Source: an optimization exercise on an open RTL-to-GDS flow (aim: small area). Production flows keep margins and buffers that such runs may drop. RTL that was checked went through simulation tests only; none was proved equivalent to the original. Power figures rest on the tool's default switching activity, not on a simulated workload.

==> trial 28 <==
==> flow/design.v <==
module arbiter (
    clk, reset, req1, req2, ack1, ack2
);
    input wire clk, reset, req1, req2;
    output wire ack1, ack2;
    reg prio;
    always @(posedge clk) begin
        if (reset)
            prio <= 1'b0;
        else if (req1 && req2)
            prio <= ~prio;
    end
    assign ack1 = req1 && !(req2 && prio);
    assign ack2 = req2 && !(req1 && !prio);
endmodule
module router_input_ctrl #(
    parameter W = 64
) (
    clk, reset, si, ri, di, dout, req, ack
);
    input wire clk, reset, si, ack;
    input wire [W-1:0] di;
    output wire ri, req;
    output wire [W-1:0] dout;
    reg l_full, i_full;
    reg [W-1:0] l_buf, i_buf;
    wire keep = l_full && !si;
    always @(posedge clk) begin
        if (reset) begin
            l_full <= 1'b0;
            i_full <= 1'b0;
        end
        else begin
            l_full <= i_full && !ack;
            i_full <= l_full || si;
        end
        l_buf <= i_buf;
        i_buf <= ({W{si}} & di) | ({W{keep}} & l_buf);
    end
    assign ri = !l_full;
    assign req = i_full;
    assign dout = i_buf;
endmodule
module router_output_ctrl #(
    parameter W = 64
) (
    clk, reset, req1, req2, ack1, ack2, di1, di2, dout, so, ro
);
    input wire clk, reset, req1, req2, ro;
    input wire [W-1:0] di1, di2;
    output wire ack1, ack2;
    output wire [W-1:0] dout;
    output wire so;
    wire arb_ack1, arb_ack2;
    reg l_full, i_full;
    reg [W-1:0] l_buf, i_buf;
    arbiter arbitration (clk, reset, req1, req2, arb_ack1, arb_ack2);
    assign ack1 = !i_full && arb_ack1;
    assign ack2 = !i_full && arb_ack2;
    assign so = ro && l_full;
    assign dout = l_buf;
    always @(posedge clk) begin
        if (reset) begin
            l_full <= 1'b0;
            i_full <= 1'b0;
        end
        else begin
            l_full <= i_full || arb_ack1 || arb_ack2;
            i_full <= l_full && !so;
        end
        l_buf <= ({W{i_full}} & i_buf) | ({W{ack1}} & di1) | ({W{ack2}} & di2);
        i_buf <= l_buf;
    end
endmodule
module router (
    clk, reset,
    cwsi, cwri, cwdi,
    ccwsi, ccwri, ccwdi,
    pesi, peri, pedi,
    cwso, cwro, cwdo,
    ccwso, ccwro, ccwdo,
    peso, pero, pedo
);
    input wire clk, reset, cwsi, ccwsi, pesi, cwro, ccwro, pero;
    input wire [61:0] cwdi, ccwdi;
    input wire [63:0] pedi;
    output wire cwri, ccwri, peri, cwso, ccwso, peso;
    output wire [61:0] cwdo, ccwdo;
    output wire [63:0] pedo;
    wire [61:0] cw_in, ccw_in;
    wire [63:0] pe_in;
    wire cw_in_req, ccw_in_req, pe_in_req;
    wire cw_ack_cw, cw_ack_pe, ccw_ack_ccw, ccw_ack_pe, pe_ack_cw, pe_ack_ccw;
    wire cw_hop_continue = |cw_in[54:48];
    wire ccw_hop_continue = |ccw_in[54:48];
    wire pe_dir = pe_in[62];
    wire [61:0] cw_fwd = {cw_in[61:55], 1'b0, cw_in[54:49], cw_in[47:0]};
    wire [61:0] ccw_fwd = {ccw_in[61:55], 1'b0, ccw_in[54:49], ccw_in[47:0]};
    wire [61:0] pe_fwd = {pe_in[63], pe_in[61:56], pe_in[55:49], pe_in[47:0]};
    wire [55:0] cw_del = {cw_in[61], 1'b0, cw_in[60:55], cw_in[47:0]};
    wire [55:0] ccw_del = {ccw_in[61], 1'b1, ccw_in[60:55], ccw_in[47:0]};
    wire [55:0] pe_out;
    router_input_ctrl #(62) cw_input_ctrl (clk, reset, cwsi, cwri, cwdi, cw_in, cw_in_req,
        cw_ack_cw || pe_ack_cw);
    router_input_ctrl #(62) ccw_input_ctrl (clk, reset, ccwsi, ccwri, ccwdi, ccw_in, ccw_in_req,
        ccw_ack_ccw || pe_ack_ccw);
    router_input_ctrl #(64) pe_input_ctrl (clk, reset, pesi, peri, pedi, pe_in, pe_in_req,
        cw_ack_pe || ccw_ack_pe);
    router_output_ctrl #(62) cw_output_ctrl (clk, reset,
        cw_hop_continue && cw_in_req, !pe_dir && pe_in_req, cw_ack_cw, cw_ack_pe,
        cw_fwd, pe_fwd, cwdo, cwso, cwro);
    router_output_ctrl #(62) ccw_output_ctrl (clk, reset,
        ccw_hop_continue && ccw_in_req, pe_dir && pe_in_req, ccw_ack_ccw, ccw_ack_pe,
        ccw_fwd, pe_fwd, ccwdo, ccwso, ccwro);
    router_output_ctrl #(56) pe_output_ctrl (clk, reset,
        !cw_hop_continue && cw_in_req, !ccw_hop_continue && ccw_in_req, pe_ack_cw, pe_ack_ccw,
        cw_del, ccw_del, pe_out, peso, pero);
    assign pedo = {pe_out[55:48], 8'b0, pe_out[47:0]};
endmodule
module ring_noc(
    clk,reset,node0_polarity,node3_polarity,node1_polarity,node2_polarity,
    node0_pesi, node0_peri, node0_pedi,
    node0_peso, node0_pero, node0_pedo,
    node1_pesi, node1_peri, node1_pedi,
    node1_peso, node1_pero, node1_pedo,
    node2_pesi, node2_peri, node2_pedi,
    node2_peso, node2_pero, node2_pedo,
    node3_pesi, node3_peri, node3_pedi,
    node3_peso, node3_pero, node3_pedo
);
    input wire clk,reset;
    input wire node0_pesi,node0_pero;
    input wire node1_pesi,node1_pero;
    input wire node2_pesi,node2_pero;
    input wire node3_pesi,node3_pero;
    input wire [63:0] node0_pedi,node1_pedi,node2_pedi,node3_pedi;
    output wire node0_peri,node0_peso;
    output wire node1_peri,node1_peso;
    output wire node2_peri,node2_peso;
    output wire node3_peri,node3_peso;
    output wire [63:0] node0_pedo,node1_pedo,node2_pedo,node3_pedo;
    reg polarity;
    output wire node0_polarity,node3_polarity,node1_polarity,node2_polarity;
    assign node0_polarity = polarity;
    assign node1_polarity = polarity;
    assign node2_polarity = polarity;
    assign node3_polarity = polarity;
    always @(posedge clk) begin
        if (reset)
            polarity <= 1'b0;
        else
            polarity <= ~polarity;
    end
    wire [3:0] cwso, cwri, ccwso, ccwri;
    wire [61:0] cwdo [0:3];
    wire [61:0] ccwdo [0:3];
    router node0 (
        clk, reset,
        cwso[3], cwri[0], cwdo[3],
        ccwso[1], ccwri[0], ccwdo[1],
        node0_pesi, node0_peri, node0_pedi,
        cwso[0], cwri[1], cwdo[0],
        ccwso[0], ccwri[3], ccwdo[0],
        node0_peso, node0_pero, node0_pedo);
    router node1 (
        clk, reset,
        cwso[0], cwri[1], cwdo[0],
        ccwso[2], ccwri[1], ccwdo[2],
        node1_pesi, node1_peri, node1_pedi,
        cwso[1], cwri[2], cwdo[1],
        ccwso[1], ccwri[0], ccwdo[1],
        node1_peso, node1_pero, node1_pedo);
    router node2 (
        clk, reset,
        cwso[1], cwri[2], cwdo[1],
        ccwso[3], ccwri[2], ccwdo[3],
        node2_pesi, node2_peri, node2_pedi,
        cwso[2], cwri[3], cwdo[2],
        ccwso[2], ccwri[1], ccwdo[2],
        node2_peso, node2_pero, node2_pedo);
    router node3 (
        clk, reset,
        cwso[2], cwri[3], cwdo[2],
        ccwso[0], ccwri[3], ccwdo[0],
        node3_pesi, node3_peri, node3_pedi,
        cwso[3], cwri[0], cwdo[3],
        ccwso[3], ccwri[2], ccwdo[3],
        node3_peso, node3_pero, node3_pedo);
endmodule
==> flow/flow/run.sh <==
#!/bin/bash
# Own layout flow: the standard flow (standard.sh, unchanged synthesis and
# steps) with two changes in how the layout is built:
#  - port buffers are sky130_fd_sc_hd__buf_1 instead of the default choice
#    (every input and output port still gets its own buffer);
#  - the clock tree uses clkbuf_8 buffers with larger sink clusters and no
#    dummy loads, which needs far fewer clock buffers for ~3000 flip-flops.
# Each tool's full output is kept: make's output in standard_flow.log, and
# ORFS's per-step logs under orfs/logs/.
set -uo pipefail
export BUFFER_PORTS_ARGS="-buffer_cell sky130_fd_sc_hd__buf_1"
export CTS_ARGS="-sink_clustering_enable -repair_clock_nets -dont_use_dummy_load -buf_list sky130_fd_sc_hd__clkbuf_8 -sink_clustering_size 20 -sink_clustering_max_diameter 60"
bash standard.sh > standard_flow.log 2>&1
status=$?
echo "standard.sh exit status $status"
exit $status
==> flow/standard.sh <==
#!/bin/bash
# synth_recipe.tcl (not shown) runs the flow's synth.tcl, then flattens the netlist and writes it again
# the make line also repeats each setting of config.mk as NAME=value (left out here)
make -C /OpenROAD-flow-scripts/flow DESIGN_CONFIG=/design/flow/config.mk WORK_HOME=/design/flow/orfs CLKGATE_MAP_FILE= SYNTH_SCRIPT=/design/flow/synth_recipe.tcl "${@:-finish}"
==> flow/config.mk <==
export PLATFORM = sky130hd
export DESIGN_NAME = ring_noc
export DESIGN_NICKNAME = ring_noc
export VERILOG_FILES = /design/flow/design.v
export SDC_FILE = /design/flow/constraint.sdc
export NUM_CORES = 4
export LEC_CHECK = 0
export CAP_MARGIN = 20
export CORE_MARGIN = 2
export CORE_UTILIZATION = 50
export SLEW_MARGIN = 20
==> flow/constraint.sdc <==
create_clock -name core_clock -period 5.5 [get_ports {clk}]
set_input_delay 1.1000 -clock core_clock [delete_from_list [all_inputs] [get_ports {clk}]]
set_output_delay 1.1000 -clock core_clock [all_outputs]
set_load 0.01 [all_outputs]
==> trial 4: changes against trial 28 <==
--- a/flow/design.v
+++ b/flow/design.v
@@ -25,5 +25,4 @@
     reg l_full, i_full;
     reg [W-1:0] l_buf, i_buf;
-    wire keep = l_full && !si;
     always @(posedge clk) begin
         if (reset) begin
@@ -36,5 +35,5 @@
         end
         l_buf <= i_buf;
-        i_buf <= ({W{si}} & di) | ({W{keep}} & l_buf);
+        i_buf <= si ? di : l_buf;
     end
     assign ri = !l_full;
@@ -69,5 +68,5 @@
             i_full <= l_full && !so;
         end
-        l_buf <= ({W{i_full}} & i_buf) | ({W{ack1}} & di1) | ({W{ack2}} & di2);
+        l_buf <= i_full ? i_buf : (arb_ack1 ? di1 : di2);
         i_buf <= l_buf;
     end
==> flow/run.sh (new file) <==
#!/bin/bash
# synth_recipe.tcl (not shown) runs the flow's synth.tcl, then flattens the netlist and writes it again
# the make line also repeats each setting of config.mk as NAME=value (left out here)
make -C /OpenROAD-flow-scripts/flow DESIGN_CONFIG=/design/flow/config.mk WORK_HOME=/design/flow/orfs CLKGATE_MAP_FILE= SYNTH_SCRIPT=/design/flow/synth_recipe.tcl finish
- CORE_UTILIZATION: 50 -> 35
removed: flow/flow/run.sh
removed: flow/standard.sh
==> trial 48: changes against trial 28 <==
==> flow/design.v, changed modules only <==
module router_output_ctrl #(
    parameter W = 64
) (
    clk, reset, req1, req2, ack1, ack2, di1, di2, dout, so, ro
);
    input wire clk, reset, req1, req2, ro;
    input wire [W-1:0] di1, di2;
    output wire ack1, ack2;
    output wire [W-1:0] dout;
    output wire so;
    wire arb_ack1, arb_ack2;
    reg l_full, i_full;
    reg [W-1:0] l_buf, i_buf;
    arbiter arbitration (clk, reset, req1, req2, arb_ack1, arb_ack2);
    assign ack1 = !i_full && arb_ack1;
    assign ack2 = !i_full && arb_ack2;
    assign so = ro && l_full;
    assign dout = l_buf;
    always @(posedge clk) begin
        if (reset) begin
            l_full <= 1'b0;
            i_full <= 1'b0;
        end
        else begin
            l_full <= i_full || arb_ack1 || arb_ack2;
            i_full <= l_full && !so;
        end
        l_buf <= ({W{i_full}} & i_buf) | ({W{!(i_full || arb_ack2)}} & di1) | ({W{ack2}} & di2);
        i_buf <= l_buf;
    end
endmodule
module router (
    clk, reset,
    cwsi, cwri, cwdi,
    ccwsi, ccwri, ccwdi,
    pesi, peri, pedi,
    cwso, cwro, cwdo,
    ccwso, ccwro, ccwdo,
    peso, pero, pedo
);
    input wire clk, reset, cwsi, ccwsi, pesi, cwro, ccwro, pero;
    input wire [57:0] cwdi, ccwdi;
    input wire [63:0] pedi;
    output wire cwri, ccwri, peri, cwso, ccwso, peso;
    output wire [57:0] cwdo, ccwdo;
    output wire [63:0] pedo;
    wire [2:0] pe_count = pedi[55] ? 3'd7 : pedi[54] ? 3'd6 : pedi[53] ? 3'd5 :
                          pedi[52] ? 3'd4 : pedi[51] ? 3'd3 : pedi[50] ? 3'd2 :
                          pedi[49] ? 3'd1 : 3'd0;
    wire [58:0] pe_packet = {pedi[63:56], pe_count, pedi[47:0]};
    wire [57:0] cw_in, ccw_in;
    wire [58:0] pe_in;
    wire cw_in_req, ccw_in_req, pe_in_req;
    wire cw_ack_cw, cw_ack_pe, ccw_ack_ccw, ccw_ack_pe, pe_ack_cw, pe_ack_ccw;
    wire cw_hop_continue = |cw_in[50:48];
    wire ccw_hop_continue = |ccw_in[50:48];
    wire pe_dir = pe_in[57];
    wire [2:0] cw_n = cw_in[50:48];
    wire [2:0] ccw_n = ccw_in[50:48];
    wire [2:0] cw_dec = {cw_n[2] ^ !(cw_n[1] || cw_n[0]), cw_n[1] ~^ cw_n[0], !cw_n[0]};
    wire [2:0] ccw_dec = {ccw_n[2] ^ !(ccw_n[1] || ccw_n[0]), ccw_n[1] ~^ ccw_n[0], !ccw_n[0]};
    wire [57:0] cw_fwd = {cw_in[57:51], cw_dec, cw_in[47:0]};
    wire [57:0] ccw_fwd = {ccw_in[57:51], ccw_dec, ccw_in[47:0]};
    wire [57:0] pe_fwd = {pe_in[58], pe_in[56:0]};
    wire [55:0] cw_del = {cw_in[57], 1'b0, cw_in[56:51], cw_in[47:0]};
    wire [55:0] ccw_del = {ccw_in[57], 1'b1, ccw_in[56:51], ccw_in[47:0]};
    wire [55:0] pe_out;
    router_input_ctrl #(58) cw_input_ctrl (clk, reset, cwsi, cwri, cwdi, cw_in, cw_in_req,
        cw_ack_cw || pe_ack_cw);
    router_input_ctrl #(58) ccw_input_ctrl (clk, reset, ccwsi, ccwri, ccwdi, ccw_in, ccw_in_req,
        ccw_ack_ccw || pe_ack_ccw);
    router_input_ctrl #(59) pe_input_ctrl (clk, reset, pesi, peri, pe_packet, pe_in, pe_in_req,
        cw_ack_pe || ccw_ack_pe);
    router_output_ctrl #(58) cw_output_ctrl (clk, reset,
        cw_hop_continue && cw_in_req, !pe_dir && pe_in_req, cw_ack_cw, cw_ack_pe,
        cw_fwd, pe_fwd, cwdo, cwso, cwro);
    router_output_ctrl #(58) ccw_output_ctrl (clk, reset,
        ccw_hop_continue && ccw_in_req, pe_dir && pe_in_req, ccw_ack_ccw, ccw_ack_pe,
        ccw_fwd, pe_fwd, ccwdo, ccwso, ccwro);
    router_output_ctrl #(56) pe_output_ctrl (clk, reset,
        !cw_hop_continue && cw_in_req, !ccw_hop_continue && ccw_in_req, pe_ack_cw, pe_ack_ccw,
        cw_del, ccw_del, pe_out, peso, pero);
    assign pedo = {pe_out[55:48], 8'b0, pe_out[47:0]};
endmodule
module ring_noc(
    clk,reset,node0_polarity,node3_polarity,node1_polarity,node2_polarity,
    node0_pesi, node0_peri, node0_pedi,
    node0_peso, node0_pero, node0_pedo,
    node1_pesi, node1_peri, node1_pedi,
    node1_peso, node1_pero, node1_pedo,
    node2_pesi, node2_peri, node2_pedi,
    node2_peso, node2_pero, node2_pedo,
    node3_pesi, node3_peri, node3_pedi,
    node3_peso, node3_pero, node3_pedo
);
    input wire clk,reset;
    input wire node0_pesi,node0_pero;
    input wire node1_pesi,node1_pero;
    input wire node2_pesi,node2_pero;
    input wire node3_pesi,node3_pero;
    input wire [63:0] node0_pedi,node1_pedi,node2_pedi,node3_pedi;
    output wire node0_peri,node0_peso;
    output wire node1_peri,node1_peso;
    output wire node2_peri,node2_peso;
    output wire node3_peri,node3_peso;
    output wire [63:0] node0_pedo,node1_pedo,node2_pedo,node3_pedo;
    reg polarity;
    output wire node0_polarity,node3_polarity,node1_polarity,node2_polarity;
    assign node0_polarity = polarity;
    assign node1_polarity = polarity;
    assign node2_polarity = polarity;
    assign node3_polarity = polarity;
    always @(posedge clk) begin
        if (reset)
            polarity <= 1'b0;
        else
            polarity <= ~polarity;
    end
    wire [3:0] cwso, cwri, ccwso, ccwri;
    wire [57:0] cwdo [0:3];
    wire [57:0] ccwdo [0:3];
    router node0 (
        clk, reset,
        cwso[3], cwri[0], cwdo[3],
        ccwso[1], ccwri[0], ccwdo[1],
        node0_pesi, node0_peri, node0_pedi,
        cwso[0], cwri[1], cwdo[0],
        ccwso[0], ccwri[3], ccwdo[0],
        node0_peso, node0_pero, node0_pedo);
    router node1 (
        clk, reset,
        cwso[0], cwri[1], cwdo[0],
        ccwso[2], ccwri[1], ccwdo[2],
        node1_pesi, node1_peri, node1_pedi,
        cwso[1], cwri[2], cwdo[1],
        ccwso[1], ccwri[0], ccwdo[1],
        node1_peso, node1_pero, node1_pedo);
    router node2 (
        clk, reset,
        cwso[1], cwri[2], cwdo[1],
        ccwso[3], ccwri[2], ccwdo[3],
        node2_pesi, node2_peri, node2_pedi,
        cwso[2], cwri[3], cwdo[2],
        ccwso[2], ccwri[1], ccwdo[2],
        node2_peso, node2_pero, node2_pedo);
    router node3 (
        clk, reset,
        cwso[2], cwri[3], cwdo[2],
        ccwso[0], ccwri[3], ccwdo[0],
        node3_pesi, node3_peri, node3_pedi,
        cwso[3], cwri[0], cwdo[3],
        ccwso[3], ccwri[2], ccwdo[3],
        node3_peso, node3_pero, node3_pedo);
endmodule
--- a/flow/flow/run.sh
+++ b/flow/flow/run.sh
@@ -10,5 +10,5 @@
 set -uo pipefail
 export BUFFER_PORTS_ARGS="-buffer_cell sky130_fd_sc_hd__buf_1"
-export CTS_ARGS="-sink_clustering_enable -repair_clock_nets -dont_use_dummy_load -buf_list sky130_fd_sc_hd__clkbuf_8 -sink_clustering_size 20 -sink_clustering_max_diameter 60"
+export CTS_ARGS="-sink_clustering_enable -repair_clock_nets -dont_use_dummy_load -buf_list sky130_fd_sc_hd__clkbuf_8 -sink_clustering_size 16 -sink_clustering_max_diameter 50"
 bash standard.sh > standard_flow.log 2>&1
 status=$?
- CAP_MARGIN: 20 -> 0
- CORE_UTILIZATION: 50 -> 70
- SLEW_MARGIN: 20 -> 0
==> impl_metrics.csv <==
group,metric,value,unit
run_status,status,"finished clean",
timing,max_freq,299.1,MHz
clock_network,cts_root_buffer,"clkbuf_16",
die,initial_core_util,35.12,%
clock_network,h-tree-depth,5,
pwr,p_seq_share,53.1,%
setup_path,cp_top_family,"buffers and inverters",
grt,grt_pass1_wl,358500,um
timing,min_period_over_period,60.80,%
setup_path,reg2reg_depth,5,
route,drt_pass1_iterations,7,
logic_synthesis,synth-xor-area-share,0.08225,%
min_path,whs_endpoint,"node3.cw_output_ctrl.i_buf[27]",
(the above is from trial 4)
==> impl_metrics.csv <==
group,metric,value,unit
run_status,status,"finished clean",
logic_synthesis,synth-xor-area-share,0.04263,%
grt,grt_pass1_wl,358200,um
min_path,whs_endpoint,"node0.cw_output_ctrl.i_buf[50]",
pwr,p_seq_share,68.9,%
clock_network,cts_root_buffer,"clkbuf_8",
timing,max_freq,318.8,MHz
(the above is from trial 28)
==> impl_metrics.csv <==
group,metric,value,unit
timing,period_needed,3.091,ns
grt,grt_pass1_wl,326700,um
run_status,status,"finished clean",
setup_path,reg2reg_depth,7,
setup_path,cp_cell_sequence,"inv_1, buf_1",
clock_network,cts_setup_buffers,0,
clock_network,h-tree-depth,4,
timing,max_freq,323.6,MHz
clock_network,cts_root_buffer,"clkbuf_8",
pwr,p_seq_share,67.7,%
die,initial_core_util,70.55,%
min_path,whs_endpoint,"node0.cw_output_ctrl.i_buf[48]",
(the above is from trial 48)
No functional check of the RTL was part of trial 28.

separate check: timing with driven ports:
How much do the figures lean on ideal ports? The routed layouts below were timed once more, with nothing changed but the port constraints. Step 1: set_driving_cell puts a clkbuf_16 on clk and a buf_2 on each other input, an assumption about the parent block. Step 2 moves the port delays by t, midway between the first and last clock arrival at a register: inputs arrive t later, outputs are due t later. That takes back most of the time a late clock gives input paths. Slacks: ideal / step 1 / step 2; pairs: ideal / step 1.
run | shift t [ns] | setup slack, ns | latest minus earliest clock arrival (ns) | worst slew at a driven data input, ns
trial 28 | 1.004 | 2.363 / 2.363 / 2.175 | 0.084 / 0.085 | 0.17
trial 4 | 1.012 | 2.156 / 2.129 / 2.129 | 0.094 / 0.094 | 0.20
trial 48 | 0.991 | 2.409 / 2.330 / 2.173 | 0.056 / 0.056 | 0.13
After both steps setup and hold are still met in every run listed. The setup slack of trial 48, which loses most, moves by -0.079 ns with the drivers and by -0.236 ns with both steps.
